Background: an optimization exercise with open tools, aiming at small area, a short achievable clock period and few clock cycles per item. Do not read the settings as production practice.
No run shown here included a check of the RTL's function; only the layout flow was run.

$ cat flow/constraint.sdc
create_clock -name core_clock -period 4.0 [get_ports {clk}]
set_input_delay 0.8000 -clock core_clock [delete_from_list [all_inputs] [get_ports {clk}]]
set_output_delay 0.8000 -clock core_clock [all_outputs]
set_load 0.01 [all_outputs]
$ cat flow/config.mk
export PLATFORM = sky130hd
export DESIGN_NAME = MUL
export DESIGN_NICKNAME = MUL
export VERILOG_FILES = /design/flow/design.v
export SDC_FILE = /design/flow/constraint.sdc
export NUM_CORES = 4
export LEC_CHECK = 0
export CAP_MARGIN = 20
export CORE_MARGIN = 2
export CORE_UTILIZATION = 40
export SETUP_SLACK_MARGIN = 1.5
export SLEW_MARGIN = 20
$ cat flow/run.sh
#!/bin/bash
# synth_recipe.tcl (not shown) runs the flow's synth.tcl, then flattens the netlist and writes it again
# the make line also repeats each setting of config.mk as NAME=value (left out here)
make -C /OpenROAD-flow-scripts/flow DESIGN_CONFIG=/design/flow/config.mk WORK_HOME=/design/flow/orfs CLKGATE_MAP_FILE= SYNTH_SCRIPT=/design/flow/synth_recipe.tcl finish
$ cat flow/design.v
module MUL #(
    parameter WIDTH = 32
) (
    input  [ 0:0] clk,
    input  [ 0:0] rst,
    input  [ 0:0] start,
    input  [31:0] a,
    input  [31:0] b,
    output [63:0] res,
    output [ 0:0] finish
);
reg  [5:0] p;
reg  [32:0] s_q, c_q;         
reg  [7:0] ls_q, lc_q;       
reg         n3_q;             
reg  [1:0]  cy_q;             
reg  [31:0] l_q;              
reg  [29:0] h_q;              
reg  [3:0] one_q, two_q, neg_q;  
reg         sgn_q;
wire first = p[0];
wire [32:0] sfb = first ? 33'h100000000 : s_q;
wire [32:0] cfb = first ? 33'h0 : c_q;
wire [32:0] am = {1'b0, a[30:0], 1'b0};    
wire [31:0] pp0;
wire [31:0] pp1;
wire [31:0] pp2;
wire [31:0] pp3;
genvar gj;
generate for (gj = 0; gj < 32; gj = gj + 1) begin : g_pp
    assign pp0[gj] = ((one_q[0] & am[gj+1]) | (two_q[0] & am[gj])) ^ neg_q[0];
    assign pp1[gj] = ((one_q[1] & am[gj+1]) | (two_q[1] & am[gj])) ^ neg_q[1];
    assign pp2[gj] = ((one_q[2] & am[gj+1]) | (two_q[2] & am[gj])) ^ neg_q[2];
    assign pp3[gj] = ((one_q[3] & am[gj+1]) | (two_q[3] & am[gj])) ^ neg_q[3];
end endgenerate
wire hs0;
wire hc0;
wire hs1;
wire hc1;
wire fs0;
wire fc0;
wire hs2;
wire hc2;
wire fs1;
wire fc1;
wire hs3;
wire hc3;
wire fs2;
wire fc2;
wire fs3;
wire fc3;
wire fs4;
wire fc4;
wire fs5;
wire fc5;
wire fs6;
wire fc6;
wire fs7;
wire fc7;
wire fs8;
wire fc8;
wire fs9;
wire fc9;
wire fs10;
wire fc10;
wire fs11;
wire fc11;
wire fs12;
wire fc12;
wire fs13;
wire fc13;
wire fs14;
wire fc14;
wire fs15;
wire fc15;
wire fs16;
wire fc16;
wire fs17;
wire fc17;
wire fs18;
wire fc18;
wire fs19;
wire fc19;
wire fs20;
wire fc20;
wire fs21;
wire fc21;
wire fs22;
wire fc22;
wire fs23;
wire fc23;
wire fs24;
wire fc24;
wire fs25;
wire fc25;
wire fs26;
wire fc26;
wire fs27;
wire fc27;
wire fs28;
wire fc28;
wire fs29;
wire fc29;
wire fs30;
wire fc30;
wire fs31;
wire fc31;
wire fs32;
wire fc32;
wire fs33;
wire fc33;
wire fs34;
wire fc34;
wire fs35;
wire fc35;
wire fs36;
wire fc36;
wire fs37;
wire fc37;
wire fs38;
wire fc38;
wire fs39;
wire fc39;
wire fs40;
wire fc40;
wire fs41;
wire fc41;
wire fs42;
wire fc42;
wire fs43;
wire fc43;
wire fs44;
wire fc44;
wire fs45;
wire fc45;
wire fs46;
wire fc46;
wire fs47;
wire fc47;
wire fs48;
wire fc48;
wire fs49;
wire fc49;
wire fs50;
wire fc50;
wire fs51;
wire fc51;
wire fs52;
wire fc52;
wire fs53;
wire fc53;
wire fs54;
wire fc54;
wire fs55;
wire fc55;
wire fs56;
wire fc56;
wire hs4;
wire hc4;
wire hs5;
wire hc5;
wire fs57;
wire fc57;
wire fs58;
wire fc58;
wire fs59;
wire fc59;
wire fs60;
wire fc60;
wire fs61;
wire fc61;
wire fs62;
wire fc62;
wire fs63;
wire fc63;
wire fs64;
wire fc64;
wire fs65;
wire fc65;
wire fs66;
wire fc66;
wire fs67;
wire fc67;
wire fs68;
wire fc68;
wire fs69;
wire fc69;
wire fs70;
wire fc70;
wire fs71;
wire fc71;
wire fs72;
wire fc72;
wire fs73;
wire fc73;
wire fs74;
wire fc74;
wire fs75;
wire fc75;
wire fs76;
wire fc76;
wire fs77;
wire fc77;
wire fs78;
wire fc78;
wire fs79;
wire fc79;
wire fs80;
wire fc80;
wire fs81;
wire fc81;
wire fs82;
wire fc82;
wire fs83;
wire fc83;
wire fs84;
wire fc84;
wire fs85;
wire fc85;
wire fs86;
wire fc86;
wire fs87;
wire fc87;
wire fs88;
wire fc88;
wire fs89;
wire fc89;
wire hs6;
wire hc6;
wire hs7;
wire hc7;
wire fs90;
wire fc90;
wire fs91;
wire fc91;
wire fs92;
wire fc92;
wire fs93;
wire fc93;
wire fs94;
wire fc94;
wire fs95;
wire fc95;
wire fs96;
wire fc96;
wire fs97;
wire fc97;
wire fs98;
wire fc98;
wire fs99;
wire fc99;
wire fs100;
wire fc100;
wire fs101;
wire fc101;
wire fs102;
wire fc102;
wire fs103;
wire fc103;
wire fs104;
wire fc104;
wire fs105;
wire fc105;
wire fs106;
wire fc106;
wire fs107;
wire fc107;
wire fs108;
wire fc108;
wire fs109;
wire fc109;
wire fs110;
wire fc110;
wire fs111;
wire fc111;
wire fs112;
wire fc112;
wire fs113;
wire fc113;
wire fs114;
wire fc114;
wire fs115;
wire fc115;
wire fs116;
wire fc116;
wire fs117;
wire fc117;
wire fs118;
wire fc118;
wire fs119;
wire fc119;
wire fs120;
wire fc120;
wire fs121;
wire fc121;
wire fs122;
wire fc122;
wire fs123;
wire fc123;
wire fs124;
wire fc124;
wire fs125;
wire fc125;
wire hs8;
wire hc8;
assign hs0 = neg_q[1] ^ sfb[2];
assign hc0 = neg_q[1] & sfb[2];
assign hs1 = sfb[3] ^ cfb[3];
assign hc1 = sfb[3] & cfb[3];
assign fs0 = neg_q[2] ^ sfb[4] ^ cfb[4];
assign fc0 = (neg_q[2] & sfb[4]) | (neg_q[2] & cfb[4]) | (sfb[4] & cfb[4]);
assign hs2 = pp0[4] ^ pp1[2];
assign hc2 = pp0[4] & pp1[2];
assign fs1 = sfb[5] ^ cfb[5] ^ pp0[5];
assign fc1 = (sfb[5] & cfb[5]) | (sfb[5] & pp0[5]) | (cfb[5] & pp0[5]);
assign hs3 = pp1[3] ^ pp2[1];
assign hc3 = pp1[3] & pp2[1];
assign fs2 = sfb[6] ^ cfb[6] ^ pp0[6];
assign fc2 = (sfb[6] & cfb[6]) | (sfb[6] & pp0[6]) | (cfb[6] & pp0[6]);
assign fs3 = pp1[4] ^ pp2[2] ^ pp3[0];
assign fc3 = (pp1[4] & pp2[2]) | (pp1[4] & pp3[0]) | (pp2[2] & pp3[0]);
assign fs4 = sfb[7] ^ cfb[7] ^ pp0[7];
assign fc4 = (sfb[7] & cfb[7]) | (sfb[7] & pp0[7]) | (cfb[7] & pp0[7]);
assign fs5 = pp1[5] ^ pp2[3] ^ pp3[1];
assign fc5 = (pp1[5] & pp2[3]) | (pp1[5] & pp3[1]) | (pp2[3] & pp3[1]);
assign fs6 = sfb[8] ^ cfb[8] ^ pp0[8];
assign fc6 = (sfb[8] & cfb[8]) | (sfb[8] & pp0[8]) | (cfb[8] & pp0[8]);
assign fs7 = pp1[6] ^ pp2[4] ^ pp3[2];
assign fc7 = (pp1[6] & pp2[4]) | (pp1[6] & pp3[2]) | (pp2[4] & pp3[2]);
assign fs8 = sfb[9] ^ cfb[9] ^ pp0[9];
assign fc8 = (sfb[9] & cfb[9]) | (sfb[9] & pp0[9]) | (cfb[9] & pp0[9]);
assign fs9 = pp1[7] ^ pp2[5] ^ pp3[3];
assign fc9 = (pp1[7] & pp2[5]) | (pp1[7] & pp3[3]) | (pp2[5] & pp3[3]);
assign fs10 = sfb[10] ^ cfb[10] ^ pp0[10];
assign fc10 = (sfb[10] & cfb[10]) | (sfb[10] & pp0[10]) | (cfb[10] & pp0[10]);
assign fs11 = pp1[8] ^ pp2[6] ^ pp3[4];
assign fc11 = (pp1[8] & pp2[6]) | (pp1[8] & pp3[4]) | (pp2[6] & pp3[4]);
assign fs12 = sfb[11] ^ cfb[11] ^ pp0[11];
assign fc12 = (sfb[11] & cfb[11]) | (sfb[11] & pp0[11]) | (cfb[11] & pp0[11]);
assign fs13 = pp1[9] ^ pp2[7] ^ pp3[5];
assign fc13 = (pp1[9] & pp2[7]) | (pp1[9] & pp3[5]) | (pp2[7] & pp3[5]);
assign fs14 = sfb[12] ^ cfb[12] ^ pp0[12];
assign fc14 = (sfb[12] & cfb[12]) | (sfb[12] & pp0[12]) | (cfb[12] & pp0[12]);
assign fs15 = pp1[10] ^ pp2[8] ^ pp3[6];
assign fc15 = (pp1[10] & pp2[8]) | (pp1[10] & pp3[6]) | (pp2[8] & pp3[6]);
assign fs16 = sfb[13] ^ cfb[13] ^ pp0[13];
assign fc16 = (sfb[13] & cfb[13]) | (sfb[13] & pp0[13]) | (cfb[13] & pp0[13]);
assign fs17 = pp1[11] ^ pp2[9] ^ pp3[7];
assign fc17 = (pp1[11] & pp2[9]) | (pp1[11] & pp3[7]) | (pp2[9] & pp3[7]);
assign fs18 = sfb[14] ^ cfb[14] ^ pp0[14];
assign fc18 = (sfb[14] & cfb[14]) | (sfb[14] & pp0[14]) | (cfb[14] & pp0[14]);
assign fs19 = pp1[12] ^ pp2[10] ^ pp3[8];
assign fc19 = (pp1[12] & pp2[10]) | (pp1[12] & pp3[8]) | (pp2[10] & pp3[8]);
assign fs20 = sfb[15] ^ cfb[15] ^ pp0[15];
assign fc20 = (sfb[15] & cfb[15]) | (sfb[15] & pp0[15]) | (cfb[15] & pp0[15]);
assign fs21 = pp1[13] ^ pp2[11] ^ pp3[9];
assign fc21 = (pp1[13] & pp2[11]) | (pp1[13] & pp3[9]) | (pp2[11] & pp3[9]);
assign fs22 = sfb[16] ^ cfb[16] ^ pp0[16];
assign fc22 = (sfb[16] & cfb[16]) | (sfb[16] & pp0[16]) | (cfb[16] & pp0[16]);
assign fs23 = pp1[14] ^ pp2[12] ^ pp3[10];
assign fc23 = (pp1[14] & pp2[12]) | (pp1[14] & pp3[10]) | (pp2[12] & pp3[10]);
assign fs24 = sfb[17] ^ cfb[17] ^ pp0[17];
assign fc24 = (sfb[17] & cfb[17]) | (sfb[17] & pp0[17]) | (cfb[17] & pp0[17]);
assign fs25 = pp1[15] ^ pp2[13] ^ pp3[11];
assign fc25 = (pp1[15] & pp2[13]) | (pp1[15] & pp3[11]) | (pp2[13] & pp3[11]);
assign fs26 = sfb[18] ^ cfb[18] ^ pp0[18];
assign fc26 = (sfb[18] & cfb[18]) | (sfb[18] & pp0[18]) | (cfb[18] & pp0[18]);
assign fs27 = pp1[16] ^ pp2[14] ^ pp3[12];
assign fc27 = (pp1[16] & pp2[14]) | (pp1[16] & pp3[12]) | (pp2[14] & pp3[12]);
assign fs28 = sfb[19] ^ cfb[19] ^ pp0[19];
assign fc28 = (sfb[19] & cfb[19]) | (sfb[19] & pp0[19]) | (cfb[19] & pp0[19]);
assign fs29 = pp1[17] ^ pp2[15] ^ pp3[13];
assign fc29 = (pp1[17] & pp2[15]) | (pp1[17] & pp3[13]) | (pp2[15] & pp3[13]);
assign fs30 = sfb[20] ^ cfb[20] ^ pp0[20];
assign fc30 = (sfb[20] & cfb[20]) | (sfb[20] & pp0[20]) | (cfb[20] & pp0[20]);
assign fs31 = pp1[18] ^ pp2[16] ^ pp3[14];
assign fc31 = (pp1[18] & pp2[16]) | (pp1[18] & pp3[14]) | (pp2[16] & pp3[14]);
assign fs32 = sfb[21] ^ cfb[21] ^ pp0[21];
assign fc32 = (sfb[21] & cfb[21]) | (sfb[21] & pp0[21]) | (cfb[21] & pp0[21]);
assign fs33 = pp1[19] ^ pp2[17] ^ pp3[15];
assign fc33 = (pp1[19] & pp2[17]) | (pp1[19] & pp3[15]) | (pp2[17] & pp3[15]);
assign fs34 = sfb[22] ^ cfb[22] ^ pp0[22];
assign fc34 = (sfb[22] & cfb[22]) | (sfb[22] & pp0[22]) | (cfb[22] & pp0[22]);
assign fs35 = pp1[20] ^ pp2[18] ^ pp3[16];
assign fc35 = (pp1[20] & pp2[18]) | (pp1[20] & pp3[16]) | (pp2[18] & pp3[16]);
assign fs36 = sfb[23] ^ cfb[23] ^ pp0[23];
assign fc36 = (sfb[23] & cfb[23]) | (sfb[23] & pp0[23]) | (cfb[23] & pp0[23]);
assign fs37 = pp1[21] ^ pp2[19] ^ pp3[17];
assign fc37 = (pp1[21] & pp2[19]) | (pp1[21] & pp3[17]) | (pp2[19] & pp3[17]);
assign fs38 = sfb[24] ^ cfb[24] ^ pp0[24];
assign fc38 = (sfb[24] & cfb[24]) | (sfb[24] & pp0[24]) | (cfb[24] & pp0[24]);
assign fs39 = pp1[22] ^ pp2[20] ^ pp3[18];
assign fc39 = (pp1[22] & pp2[20]) | (pp1[22] & pp3[18]) | (pp2[20] & pp3[18]);
assign fs40 = sfb[25] ^ cfb[25] ^ pp0[25];
assign fc40 = (sfb[25] & cfb[25]) | (sfb[25] & pp0[25]) | (cfb[25] & pp0[25]);
assign fs41 = pp1[23] ^ pp2[21] ^ pp3[19];
assign fc41 = (pp1[23] & pp2[21]) | (pp1[23] & pp3[19]) | (pp2[21] & pp3[19]);
assign fs42 = sfb[26] ^ cfb[26] ^ pp0[26];
assign fc42 = (sfb[26] & cfb[26]) | (sfb[26] & pp0[26]) | (cfb[26] & pp0[26]);
assign fs43 = pp1[24] ^ pp2[22] ^ pp3[20];
assign fc43 = (pp1[24] & pp2[22]) | (pp1[24] & pp3[20]) | (pp2[22] & pp3[20]);
assign fs44 = sfb[27] ^ cfb[27] ^ pp0[27];
assign fc44 = (sfb[27] & cfb[27]) | (sfb[27] & pp0[27]) | (cfb[27] & pp0[27]);
assign fs45 = pp1[25] ^ pp2[23] ^ pp3[21];
assign fc45 = (pp1[25] & pp2[23]) | (pp1[25] & pp3[21]) | (pp2[23] & pp3[21]);
assign fs46 = sfb[28] ^ cfb[28] ^ pp0[28];
assign fc46 = (sfb[28] & cfb[28]) | (sfb[28] & pp0[28]) | (cfb[28] & pp0[28]);
assign fs47 = pp1[26] ^ pp2[24] ^ pp3[22];
assign fc47 = (pp1[26] & pp2[24]) | (pp1[26] & pp3[22]) | (pp2[24] & pp3[22]);
assign fs48 = sfb[29] ^ cfb[29] ^ pp0[29];
assign fc48 = (sfb[29] & cfb[29]) | (sfb[29] & pp0[29]) | (cfb[29] & pp0[29]);
assign fs49 = pp1[27] ^ pp2[25] ^ pp3[23];
assign fc49 = (pp1[27] & pp2[25]) | (pp1[27] & pp3[23]) | (pp2[25] & pp3[23]);
assign fs50 = sfb[30] ^ cfb[30] ^ pp0[30];
assign fc50 = (sfb[30] & cfb[30]) | (sfb[30] & pp0[30]) | (cfb[30] & pp0[30]);
assign fs51 = pp1[28] ^ pp2[26] ^ pp3[24];
assign fc51 = (pp1[28] & pp2[26]) | (pp1[28] & pp3[24]) | (pp2[26] & pp3[24]);
assign fs52 = sfb[31] ^ cfb[31] ^ pp0[31];
assign fc52 = (sfb[31] & cfb[31]) | (sfb[31] & pp0[31]) | (cfb[31] & pp0[31]);
assign fs53 = pp1[29] ^ pp2[27] ^ pp3[25];
assign fc53 = (pp1[29] & pp2[27]) | (pp1[29] & pp3[25]) | (pp2[27] & pp3[25]);
assign fs54 = ~neg_q[0] ^ sfb[32] ^ cfb[32];
assign fc54 = (~neg_q[0] & sfb[32]) | (~neg_q[0] & cfb[32]) | (sfb[32] & cfb[32]);
assign fs55 = pp1[30] ^ pp2[28] ^ pp3[26];
assign fc55 = (pp1[30] & pp2[28]) | (pp1[30] & pp3[26]) | (pp2[28] & pp3[26]);
assign fs56 = 1'b1 ^ pp1[31] ^ pp2[29];
assign fc56 = (1'b1 & pp1[31]) | (1'b1 & pp2[29]) | (pp1[31] & pp2[29]);
assign hs4 = neg_q[0] ^ sfb[0];
assign hc4 = neg_q[0] & sfb[0];
assign hs5 = sfb[1] ^ cfb[1];
assign hc5 = sfb[1] & cfb[1];
assign fs57 = cfb[2] ^ pp0[2] ^ pp1[0];
assign fc57 = (cfb[2] & pp0[2]) | (cfb[2] & pp1[0]) | (pp0[2] & pp1[0]);
assign fs58 = pp0[3] ^ pp1[1] ^ hc0;
assign fc58 = (pp0[3] & pp1[1]) | (pp0[3] & hc0) | (pp1[1] & hc0);
assign fs59 = pp2[0] ^ hc1 ^ hs2;
assign fc59 = (pp2[0] & hc1) | (pp2[0] & hs2) | (hc1 & hs2);
assign fs60 = hc2 ^ hs3 ^ fc0;
assign fc60 = (hc2 & hs3) | (hc2 & fc0) | (hs3 & fc0);
assign fs61 = hc3 ^ fc1 ^ fs2;
assign fc61 = (hc3 & fc1) | (hc3 & fs2) | (fc1 & fs2);
assign fs62 = fc2 ^ fc3 ^ fs4;
assign fc62 = (fc2 & fc3) | (fc2 & fs4) | (fc3 & fs4);
assign fs63 = fc4 ^ fc5 ^ fs6;
assign fc63 = (fc4 & fc5) | (fc4 & fs6) | (fc5 & fs6);
assign fs64 = fc6 ^ fc7 ^ fs8;
assign fc64 = (fc6 & fc7) | (fc6 & fs8) | (fc7 & fs8);
assign fs65 = fc8 ^ fc9 ^ fs10;
assign fc65 = (fc8 & fc9) | (fc8 & fs10) | (fc9 & fs10);
assign fs66 = fc10 ^ fc11 ^ fs12;
assign fc66 = (fc10 & fc11) | (fc10 & fs12) | (fc11 & fs12);
assign fs67 = fc12 ^ fc13 ^ fs14;
assign fc67 = (fc12 & fc13) | (fc12 & fs14) | (fc13 & fs14);
assign fs68 = fc14 ^ fc15 ^ fs16;
assign fc68 = (fc14 & fc15) | (fc14 & fs16) | (fc15 & fs16);
assign fs69 = fc16 ^ fc17 ^ fs18;
assign fc69 = (fc16 & fc17) | (fc16 & fs18) | (fc17 & fs18);
assign fs70 = fc18 ^ fc19 ^ fs20;
assign fc70 = (fc18 & fc19) | (fc18 & fs20) | (fc19 & fs20);
assign fs71 = fc20 ^ fc21 ^ fs22;
assign fc71 = (fc20 & fc21) | (fc20 & fs22) | (fc21 & fs22);
assign fs72 = fc22 ^ fc23 ^ fs24;
assign fc72 = (fc22 & fc23) | (fc22 & fs24) | (fc23 & fs24);
assign fs73 = fc24 ^ fc25 ^ fs26;
assign fc73 = (fc24 & fc25) | (fc24 & fs26) | (fc25 & fs26);
assign fs74 = fc26 ^ fc27 ^ fs28;
assign fc74 = (fc26 & fc27) | (fc26 & fs28) | (fc27 & fs28);
assign fs75 = fc28 ^ fc29 ^ fs30;
assign fc75 = (fc28 & fc29) | (fc28 & fs30) | (fc29 & fs30);
assign fs76 = fc30 ^ fc31 ^ fs32;
assign fc76 = (fc30 & fc31) | (fc30 & fs32) | (fc31 & fs32);
assign fs77 = fc32 ^ fc33 ^ fs34;
assign fc77 = (fc32 & fc33) | (fc32 & fs34) | (fc33 & fs34);
assign fs78 = fc34 ^ fc35 ^ fs36;
assign fc78 = (fc34 & fc35) | (fc34 & fs36) | (fc35 & fs36);
assign fs79 = fc36 ^ fc37 ^ fs38;
assign fc79 = (fc36 & fc37) | (fc36 & fs38) | (fc37 & fs38);
assign fs80 = fc38 ^ fc39 ^ fs40;
assign fc80 = (fc38 & fc39) | (fc38 & fs40) | (fc39 & fs40);
assign fs81 = fc40 ^ fc41 ^ fs42;
assign fc81 = (fc40 & fc41) | (fc40 & fs42) | (fc41 & fs42);
assign fs82 = fc42 ^ fc43 ^ fs44;
assign fc82 = (fc42 & fc43) | (fc42 & fs44) | (fc43 & fs44);
assign fs83 = fc44 ^ fc45 ^ fs46;
assign fc83 = (fc44 & fc45) | (fc44 & fs46) | (fc45 & fs46);
assign fs84 = fc46 ^ fc47 ^ fs48;
assign fc84 = (fc46 & fc47) | (fc46 & fs48) | (fc47 & fs48);
assign fs85 = fc48 ^ fc49 ^ fs50;
assign fc85 = (fc48 & fc49) | (fc48 & fs50) | (fc49 & fs50);
assign fs86 = fc50 ^ fc51 ^ fs52;
assign fc86 = (fc50 & fc51) | (fc50 & fs52) | (fc51 & fs52);
assign fs87 = fc52 ^ fc53 ^ fs54;
assign fc87 = (fc52 & fc53) | (fc52 & fs54) | (fc53 & fs54);
assign fs88 = pp3[27] ^ fc54 ^ fc55;
assign fc88 = (pp3[27] & fc54) | (pp3[27] & fc55) | (fc54 & fc55);
assign fs89 = ~neg_q[1] ^ pp2[30] ^ pp3[28];
assign fc89 = (~neg_q[1] & pp2[30]) | (~neg_q[1] & pp3[28]) | (pp2[30] & pp3[28]);
assign hs6 = 1'b1 ^ pp2[31];
assign hc6 = 1'b1 & pp2[31];
assign hs7 = cfb[0] ^ pp0[0];
assign hc7 = cfb[0] & pp0[0];
assign fs90 = pp0[1] ^ hc4 ^ hs5;
assign fc90 = (pp0[1] & hc4) | (pp0[1] & hs5) | (hc4 & hs5);
assign fs91 = hc5 ^ hs0 ^ fs57;
assign fc91 = (hc5 & hs0) | (hc5 & fs57) | (hs0 & fs57);
assign fs92 = hs1 ^ fc57 ^ fs58;
assign fc92 = (hs1 & fc57) | (hs1 & fs58) | (fc57 & fs58);
assign fs93 = fs0 ^ fc58 ^ fs59;
assign fc93 = (fs0 & fc58) | (fs0 & fs59) | (fc58 & fs59);
assign fs94 = fs1 ^ fc59 ^ fs60;
assign fc94 = (fs1 & fc59) | (fs1 & fs60) | (fc59 & fs60);
assign fs95 = fs3 ^ fc60 ^ fs61;
assign fc95 = (fs3 & fc60) | (fs3 & fs61) | (fc60 & fs61);
assign fs96 = fs5 ^ fc61 ^ fs62;
assign fc96 = (fs5 & fc61) | (fs5 & fs62) | (fc61 & fs62);
assign fs97 = fs7 ^ fc62 ^ fs63;
assign fc97 = (fs7 & fc62) | (fs7 & fs63) | (fc62 & fs63);
assign fs98 = fs9 ^ fc63 ^ fs64;
assign fc98 = (fs9 & fc63) | (fs9 & fs64) | (fc63 & fs64);
assign fs99 = fs11 ^ fc64 ^ fs65;
assign fc99 = (fs11 & fc64) | (fs11 & fs65) | (fc64 & fs65);
assign fs100 = fs13 ^ fc65 ^ fs66;
assign fc100 = (fs13 & fc65) | (fs13 & fs66) | (fc65 & fs66);
assign fs101 = fs15 ^ fc66 ^ fs67;
assign fc101 = (fs15 & fc66) | (fs15 & fs67) | (fc66 & fs67);
assign fs102 = fs17 ^ fc67 ^ fs68;
assign fc102 = (fs17 & fc67) | (fs17 & fs68) | (fc67 & fs68);
assign fs103 = fs19 ^ fc68 ^ fs69;
assign fc103 = (fs19 & fc68) | (fs19 & fs69) | (fc68 & fs69);
assign fs104 = fs21 ^ fc69 ^ fs70;
assign fc104 = (fs21 & fc69) | (fs21 & fs70) | (fc69 & fs70);
assign fs105 = fs23 ^ fc70 ^ fs71;
assign fc105 = (fs23 & fc70) | (fs23 & fs71) | (fc70 & fs71);
assign fs106 = fs25 ^ fc71 ^ fs72;
assign fc106 = (fs25 & fc71) | (fs25 & fs72) | (fc71 & fs72);
assign fs107 = fs27 ^ fc72 ^ fs73;
assign fc107 = (fs27 & fc72) | (fs27 & fs73) | (fc72 & fs73);
assign fs108 = fs29 ^ fc73 ^ fs74;
assign fc108 = (fs29 & fc73) | (fs29 & fs74) | (fc73 & fs74);
assign fs109 = fs31 ^ fc74 ^ fs75;
assign fc109 = (fs31 & fc74) | (fs31 & fs75) | (fc74 & fs75);
assign fs110 = fs33 ^ fc75 ^ fs76;
assign fc110 = (fs33 & fc75) | (fs33 & fs76) | (fc75 & fs76);
assign fs111 = fs35 ^ fc76 ^ fs77;
assign fc111 = (fs35 & fc76) | (fs35 & fs77) | (fc76 & fs77);
assign fs112 = fs37 ^ fc77 ^ fs78;
assign fc112 = (fs37 & fc77) | (fs37 & fs78) | (fc77 & fs78);
assign fs113 = fs39 ^ fc78 ^ fs79;
assign fc113 = (fs39 & fc78) | (fs39 & fs79) | (fc78 & fs79);
assign fs114 = fs41 ^ fc79 ^ fs80;
assign fc114 = (fs41 & fc79) | (fs41 & fs80) | (fc79 & fs80);
assign fs115 = fs43 ^ fc80 ^ fs81;
assign fc115 = (fs43 & fc80) | (fs43 & fs81) | (fc80 & fs81);
assign fs116 = fs45 ^ fc81 ^ fs82;
assign fc116 = (fs45 & fc81) | (fs45 & fs82) | (fc81 & fs82);
assign fs117 = fs47 ^ fc82 ^ fs83;
assign fc117 = (fs47 & fc82) | (fs47 & fs83) | (fc82 & fs83);
assign fs118 = fs49 ^ fc83 ^ fs84;
assign fc118 = (fs49 & fc83) | (fs49 & fs84) | (fc83 & fs84);
assign fs119 = fs51 ^ fc84 ^ fs85;
assign fc119 = (fs51 & fc84) | (fs51 & fs85) | (fc84 & fs85);
assign fs120 = fs53 ^ fc85 ^ fs86;
assign fc120 = (fs53 & fc85) | (fs53 & fs86) | (fc85 & fs86);
assign fs121 = fs55 ^ fs87 ^ fc86;
assign fc121 = (fs55 & fs87) | (fs55 & fc86) | (fs87 & fc86);
assign fs122 = fs56 ^ fc87 ^ fs88;
assign fc122 = (fs56 & fc87) | (fs56 & fs88) | (fc87 & fs88);
assign fs123 = fc56 ^ fs89 ^ fc88;
assign fc123 = (fc56 & fs89) | (fc56 & fc88) | (fs89 & fc88);
assign fs124 = pp3[29] ^ hs6 ^ fc89;
assign fc124 = (pp3[29] & hs6) | (pp3[29] & fc89) | (hs6 & fc89);
assign fs125 = ~neg_q[2] ^ pp3[30] ^ hc6;
assign fc125 = (~neg_q[2] & pp3[30]) | (~neg_q[2] & hc6) | (pp3[30] & hc6);
assign hs8 = 1'b1 ^ pp3[31];
assign hc8 = 1'b1 & pp3[31];
wire [32:0] s_t = {1'b0, 1'b1, hc8, fc125, fc124, fc123, fc122, fc121, fc120, fc119, fc118, fc117, fc116, fc115, fc114, fc113, fc112, fc111, fc110, fc109, fc108, fc107, fc106, fc105, fc104, fc103, fc102, fc101, fc100, fc99, fc98, fc97, fc96};
wire [32:0] c_t = {1'b0, 1'b0, ~neg_q[3], hs8, fs125, fs124, fs123, fs122, fs121, fs120, fs119, fs118, fs117, fs116, fs115, fs114, fs113, fs112, fs111, fs110, fs109, fs108, fs107, fs106, fs105, fs104, fs103, fs102, fs101, fs100, fs99, fs98, fs97};
wire [7:0] ls_t = {fc95, fc94, fc93, fc92, fc91, fc90, hc7, hs7};
wire [7:0] lc_t = {fs96, fs95, fs94, fs93, fs92, fs91, fs90, hs4};
wire [1:0] cy_fb = cy_q & {2{~p[1]}};
wire [9:0] low = {2'b0, ls_q} + {2'b0, lc_q} + {2'b0, n3_q, 6'b0} + {8'b0, cy_fb};
wire [37:0] fin = {s_q[29:0], ls_q} + {c_q[29:0], lc_q} + {31'b0, n3_q, 6'b0} + {36'b0, cy_fb};
wire [32:0] bm = {1'b0, b[30:0], 1'b0};    
wire [8:0] w0 = bm[8:0];
wire [8:0] w1 = bm[16:8];
wire [8:0] w2 = bm[24:16];
wire [8:0] w3 = bm[32:24];
wire [8:0] wn = ({9{~|p[2:0]}} & w0) |
                  ({9{p[0]}} & w1) |
                  ({9{p[1]}} & w2) |
                  ({9{p[2]}} & w3);
wire [3:0] one_n, two_n, neg_n;
generate for (gj = 0; gj < 4; gj = gj + 1) begin : g_enc
    assign one_n[gj] = wn[2*gj+1] ^ wn[2*gj];
    assign two_n[gj] = (wn[2*gj+2] & ~wn[2*gj+1] & ~wn[2*gj]) | (~wn[2*gj+2] & wn[2*gj+1] & wn[2*gj]);
    assign neg_n[gj] = wn[2*gj+2];
end endgenerate
always @(posedge clk) begin
    if (rst)
        p <= 6'b0;
    else
        p <= {p[4:0], start};
    one_q <= one_n;
    two_q <= two_n;
    neg_q <= neg_n;
    s_q   <= s_t;
    c_q   <= c_t;
    ls_q  <= ls_t;
    lc_q  <= lc_t;
    n3_q  <= neg_q[3];
    cy_q  <= low[9:8];
    l_q   <= {low[7:0], l_q[31:8]};
    h_q   <= fin[37:8];
    sgn_q <= a[31] ^ b[31];
end
assign finish = p[5];
assign res = {sgn_q, 1'b0, h_q, l_q};
endmodule
==> impl_results.md, run 1 <==
* Number of flops mapped to enable cells by yosys at 0
* Worst Skew at 0.0200 ns
* Sequential area share after synthesis at 27.3%
* CP Capture Type: register
* GPL Wtd Cong at 0.876
* Met2 routed WL at 15,500 µm
* Worst-path fanout max at 3
* Clock Tree Root: clkbuf_16
* F_max at 0.334 GHz
* Unrepaired setup endpoints after global routing: yes
* Setup TNS at 0 ns
* DR WL met3 at 1740 µm
* Async set-reset flop share out of synthesis at 0%
* Core area at 29,500 µm²
* Setup slack, reg-to-reg at 1.00 ns
* Slew HR at 65.3%
* Cells on worst reg2reg path at 12
* Required @ worst endpoint at 4.35 ns
* Clock sinks at 162
* DRC at 0
* Data arrival, critical path at 3.34 ns
* Drt pass-1 iters at 5
* CP Class: reg2reg
* Number of hold violations in the final report at 0
* Worst Hold Launch: l_q[21]
* FP Rows at 63
* Hold Path Depth at 0
* Deepest clock path buffer count at 2
* Layout cells sized above 1 at 24.3%
* Fill cells at 2,666
* Die area at 31,100 µm²
* Vias post-DR at 8,980
* Count of state elements after synthesis at 162
* H-tree depth at 4
* Setup violators final at 0
* FF-to-FF Start: p[1]
* Clock slew at reported path FFs at 0.09 ns
* Highest Signal Layer: met5
* CTS tree: done
* Number of global-route vias before repair at 9,034
* Area occupied by multi-input gates at 8640 µm²
* Initial antenna violation count at 4
* MaxCap Viol Count at 0
* YS warnings at 1
* Post-synth top cells: dfxtp_1 (162), xnor2_1 (128), fa_1 (126), a22oi_1 (120), nand2_1 (110)
* Largest cells by area after synthesis: dfxtp_1 (27%), fa_1 (21%), xnor2_1 (9.4%)
* Share of the synthesized area in the top cell type at 27.3%
* Routed WL per cell at 18.7 µm
* CTS Buf Count at 17
* Die Span Y at 176 µm
* Drt initial violations at 493
* Io pins at 132
* Final net count at 1,593
* Outcome: no timing/DRC/antenna violations
* I/O Buffers at 130
* DIE WIDTH at 176 µm
* Yosys cell types at 62
* Fin crit period at 3.00 ns
* Worst-Skew Late Latency at 0.45 ns
* Mapped cell area at 11,900 µm²
* Remaining antenna violation count after routing at 0
* Average size of a mapped cell at 9.83 µm²
* GRT Total Usage at 20.7%
* Hold WC Path Type: reg2reg
* Largest net degree at the start of global routing at 36
* Synth area leader: dfxtp_1
* Final wirelength at 32,300 µm
* Area Growth Syn to Fin at 29.6%
* DPL Wire Length at 23,000 µm
* Flip-flop and latch area at 3270 µm²
* Most frequent cell after synthesis: dfxtp_1
* Syn Nets at 1,482
* Worst-Margin Slew at 0.520 ns
* Pre-CTS WS at 0.484 ns
* Global-route wire length before repair at 50,000 µm
* Hold_buf cts at 0
* Slack of the critical path at 1.00 ns
* Element type at the critical path start: register
* Length of routed wiring on met1 at 14,400 µm
* Starting density of the core at 40.3%
* FF-to-FF End: h_q[27]
* Overflow left after global routing at 0
* Max Slew Vio Count at 0
* Final Cycle Share at 74.9%
* Vias per cell at 5.20
* Syn Inst Count at 1,209
* Most used flip-flop cell after synthesis: dfxtp_1
* Hold Slack at 0.351 ns
* Hold endpoint: l_q[13]
[repair_timing]
item	4_1_cts	5_1_grt
gates resized for setup	269	104
gates cloned	5	2
endpoints found under the setup margin	93	80
hold endpoints to repair	0	0
setup buffers	21	12
pin swaps	62	59
[critical path, cell delays in order, from the launching register on]
cell	delay (ns)
dfxtp_4	0.39
nor2b_4	0.04
fa_2	0.55
ha_4	0.15
inv_2	0.03
fa_2	0.36
nor2b_4	0.16
o2111ai_4	0.14
a21oi_4	0.24
o31a_1	0.33
a31oi_4	0.13
o21a_1	0.20
nor4_1	0.15
[state kept, by name (all words and copies together) (netlist names), 6 cells and up]
register,count
lc_q,8
l_q,32
ls_q,8
s_q,31
h_q,30
p,6
c_q,31
[placed cells by master, fill, tap and decap left out, types with 16 or more instances in the layout]
cell type        count
a21oi_1             34
a22oi_1             67
a22oi_2             53
buf_2               29
buf_4               23
buf_6               16
clkbuf_16           19
clkdlybuf4s50_1     99
dfxtp_1            153
fa_1                67
fa_2                59
ha_1                77
inv_1               91
inv_2               17
nand2_1            108
nor2_1              24
nor2b_1             19
o21ai_0             21
xnor2_1            109
xnor2_2             19
xor2_1              40
[per-stage QoR]
step | cell area, µm² | instances | util [%]
after CTS | 15000 | 1709 | 50.9
final | 15400 | 1726 | 52.2
after global routing | 15400 | 1723 | 52.2
after floorplan | 12200 | 1209 | -
after global placement | 13600 | 1651 | 46.0
after detailed placement | 13600 | 1651 | 46.0
[worst max-delay path by stage]
| stage | end | slack [ns] | startpoint |
|---|---|---|---|
| after CTS | h_q[29] | 1.00 | p[1] |
| after global routing | h_q[29] | 0.92 | p[1] |
| after floorplan | c_q[14] | 1.20 | a[21] |
| after detailed placement | lc_q[7] | 0.48 | a[6] |
| after global placement | lc_q[7] | 0.51 | a[6] |
| final | h_q[27] | 1.00 | p[1] |
[layout make-up]
| type | count | area share [%] |
|---|---|---|
| antenna | 3 | 0.0487 |
| clock buffer | 17 | 2.76 |
| timing repair buffer | 187 | 12.3 |
| clock inverter | 15 | 1.28 |
| tap | 390 | 3.17 |
| inverter | 112 | 2.97 |
| sequential | 162 | 21.2 |
| timing repair inverter | 1 | 0.0569 |
| multi-input combinational | 839 | 56.1 |
[per-layer routing]
layer	vias to the layer above	GRT usage, %
li1	4269	-
met1	4401	27.7
met2	271	34.4
met3	37	3.75
met4	2	6.06
met5	-	0
[logic make-up after synthesis]
family	count (synthesis)	share of synthesized area, %
DFF	162	27.3
AOI/OAI and AO/OA	264	16.0
other	1	0.0316
buffers and inverters	208	7.13
xor gates and xnor gates	168	12.4
and+or+nand+nor	199	7.48
muxes	1	0.0948
adders and majority gates	206	29.6
==> run 2: changes to the inputs <==
--- a/flow/config.mk
+++ b/flow/config.mk
@@ -10,3 +10,3 @@
 export CORE_UTILIZATION = 40
-export SETUP_SLACK_MARGIN = 1.5
+export SETUP_SLACK_MARGIN = 2.0
 export SLEW_MARGIN = 20
==> run 2 against run 1 <==
  * Core utilization up 1.6 points
  * Global-route usage grew 0.41 points
  * Critical endpoint is now h_q[23]
  * Via count increased by 2.8%
  * Final area rose by 3.0%
  * Clock skew down 0.012 ns
  * Setup slack better by 0.0011 ns
  * Clock-buffer cell count unchanged
  * Still clean on timing, DRC and antenna
  * Synthesized area is the same
  * Register-to-register slack hardly changed
  * Fmax about the same
  * First-iteration DRC count down 3.9%
==> impl_results.md, run 2 <==
* Pre-CTS WS at 0.500 ns (+0.0157 ns)
* DRC at 0 (unchanged)
* Vias per cell at 5.30 (+2.0%)
* DIE WIDTH at 176 µm (unchanged)
* Average size of a mapped cell at 9.83 µm² (unchanged)
* Unrepaired setup endpoints after global routing: yes
* F_max at 0.334 GHz (about the same)
* Drt pass-1 iters at 5 (unchanged)
* Worst Skew at 0.00803 ns (-0.0120 ns)
* FF-to-FF End: h_q[23]
* GPL Wtd Cong at 0.844 (-3.6%)
* DP Area at 13,600 µm² (+0.27%)
* Element type at the critical path start: register
* Layout cells sized above 1 at 28.8% (+4.5 points)
* Most used flip-flop cell after synthesis: dfxtp_1
* I/O Buffers at 130 (unchanged)
* Yosys cell types at 62 (unchanged)
* Biggest regs: l_q x32, c_q x31, s_q x31
* Number of flops mapped to enable cells by yosys at 0 (unchanged)
* Clock Tree Root: clkbuf_16
* Max FFs per register at 32 (unchanged)
* Setup slack, reg-to-reg at 1.01 ns (about the same)
* Async set-reset flop share out of synthesis at 0% (unchanged)
* Post-synth top cells: dfxtp_1 (162), xnor2_1 (128), fa_1 (126), a22oi_1 (120), nand2_1 (110)
* Area Growth Syn to Fin at 33.5%
* Sequential area share after synthesis at 27.3% (unchanged)
* Global-route wire length before repair at 50,800 µm (+1.6%)
* Deepest clock path buffer count at 2 (unchanged)
* Clock sinks at 162 (unchanged)
* Largest cells by area after synthesis: dfxtp_1 (27%), fa_1 (21%), xnor2_1 (9.4%)
* Setup TNS at 0 ns (unchanged)
* Setup violators final at 0 (unchanged)
* Routed WL per cell at 19.1 µm (+2.1%)
* YS warnings at 1 (unchanged)
* Hold_buf cts at 0 (unchanged)
* Final net count at 1,607 (+0.88%)
* Largest net degree at the start of global routing at 34 (-5.6%)
* Worst-path fanout max at 3 (unchanged)
* Remaining antenna violation count after routing at 0 (unchanged)
* Die Span Y at 176 µm (unchanged)
* Worst Hold Launch: l_q[23]
* Hold Path Depth at 0 (unchanged)
* Drt initial violations at 474 (-3.9%)
* Fill cells at 2,601 (-2.4%)
* Share of the synthesized area in the top cell type at 27.3% (unchanged)
* MaxCap Viol Count at 0 (unchanged)
* Die area at 31,100 µm² (unchanged)
* Vias post-DR at 9,235 (+2.8%)
* Max Slew Vio Count at 0 (unchanged)
* Final wirelength at 33,200 µm (+3.0%)
* Syn Inst Count at 1,209 (unchanged)
* Count of state elements after synthesis at 162 (unchanged)
* Number of global-route vias before repair at 9,321 (+3.2%)
* Syn Nets at 1,482 (unchanged)
* Overflow left after global routing at 0 (unchanged)
* Slew HR at 59.3% (-6.0 points)
* CTS tree: done
* Commonest non-fill, non-tap cell in the layout: dfxtp_1
* Outcome: no timing/DRC/antenna violations
* Starting density of the core at 40.3% (unchanged)
* CP Capture Type: register
* Most frequent cell after synthesis: dfxtp_1
* DPL Wire Length at 22,900 µm (-0.41%)
* Cells on worst reg2reg path at 12 (unchanged)
* Initial antenna violation count at 7 (+3)
* Hold WC Path Type: reg2reg
* Number of hold violations in the final report at 0 (unchanged)
* Worst-Skew Late Latency at 0.44 ns (about the same)
* Core area at 29,500 µm² (unchanged)
* Data arrival, critical path at 3.37 ns (+0.03 ns)
* H-tree depth at 4 (unchanged)
* Largest Register: l_q
* Clock slew at reported path FFs at 0.08 ns (about the same)
* GRT Total Usage at 21.1% (+0.41 points)
* Io pins at 132 (unchanged)
* Synth area leader: dfxtp_1
* Hold endpoint: l_q[15]
* Worst-Margin Slew at 0.610 ns (+0.0898 ns)
* Mapped cell area at 11,900 µm² (unchanged)
* FF-to-FF Start: p[1]
* FP Rows at 63 (unchanged)
* Required @ worst endpoint at 4.37 ns (+0.02 ns)
* CTS Buf Count at 17 (unchanged)
* CP Class: reg2reg
* Fin crit period at 2.99 ns (-0.00112 ns)
* Final Cycle Share at 74.9% (about the same)
* Slack of the critical path at 1.01 ns (+0.00112 ns)
* Commonest non-fill, non-tap cells in the layout: dfxtp_1 (149), nand2_1 (108), inv_1 (99)
* Finished Cell Area at 15,900 µm² (+3.0%)
## run 2: kinds of logic after synthesis
family,count (synthesis),synth area share [%]
AO/OA/AOI/OAI,264,16.0
XOR/XNOR,168,12.4
adder cells (fa/ha/maj),206,29.6
buffers and inverters,208,7.13
flip-flops,162,27.3
multiplexers,1,0.0948
other,1,0.0316
AND/OR/NAND/NOR,199,7.48
## run 2: worst max-delay path by stage
stage | from | cells after the start | end | slack, ns
CTS | p[1] | 13 | h_q[29] | 1.00
finish | p[1] | 12 | h_q[23] | 1.01
global placement | a[6] | 7 | lc_q[7] | 0.51
detailed placement | a[30] | 7 | c_q[22] | 0.50
global route | p[1] | 12 | h_q[27] | 0.90
floorplan | a[21] | 7 | c_q[14] | 1.20
## run 2: repair_timing
action / in CTS / in global routing
cloned: 10 / 4
endpoints found under the setup margin: 168 / 102
gates resized for setup: 433 / 64
pin swaps: 79 / 66
buffers inserted: 28 / 13
## run 2: final cells by class
| class | instances | area [µm²] | area share, % |
|---|---|---|---|
| multi-input combinational | 839 | 8890 | 56.0 |
| sequential | 162 | 3280 | 20.7 |
| timing repair buffer | 202 | 2120 | 13.3 |
| tap | 390 | 488 | 3.08 |
| inverter | 112 | 447 | 2.82 |
| clock buffer | 17 | 425 | 2.68 |
| clock inverter | 15 | 204 | 1.29 |
| antenna | 4 | 10.0 | 0.0631 |
## run 2: layer usage
| layer | vias to the layer above | global-route usage (%) | part of all wire, % |
|---|---|---|---|
| li1 | 4312 | - | - |
| met1 | 4492 | 27.5 | 43 |
| met2 | 346 | 33.6 | 46 |
| met3 | 81 | 5.10 | 6.8 |
| met4 | 4 | 8.99 | 3.8 |
| met5 | - | 0 | 0.060 |
## run 2: per-stage QoR
step / std cells / utilization [%] / hold slack (ns)
CTS: 1720 / 52.1 / 0.349
detailed placement: 1650 / 46.1 / 0.336
finish: 1741 / 53.8 / 0.348
floorplan: 1209 / - / 0.329
global placement: 1650 / 46.1 / 0.331
global route: 1739 / 53.8 / 0.353
## run 2: critical path, stage by stage (launching register included)
cell and delay, ns:
dfxtp_4 0.39, nor2b_4 0.04, fa_2 0.54, ha_4 0.14
inv_2 0.04, fa_2 0.36, nor2b_4 0.15, o2111ai_4 0.15
a21oi_4 0.25, o31a_1 0.32, o211ai_1 0.20, o21ai_1 0.20
xnor2_1 0.13
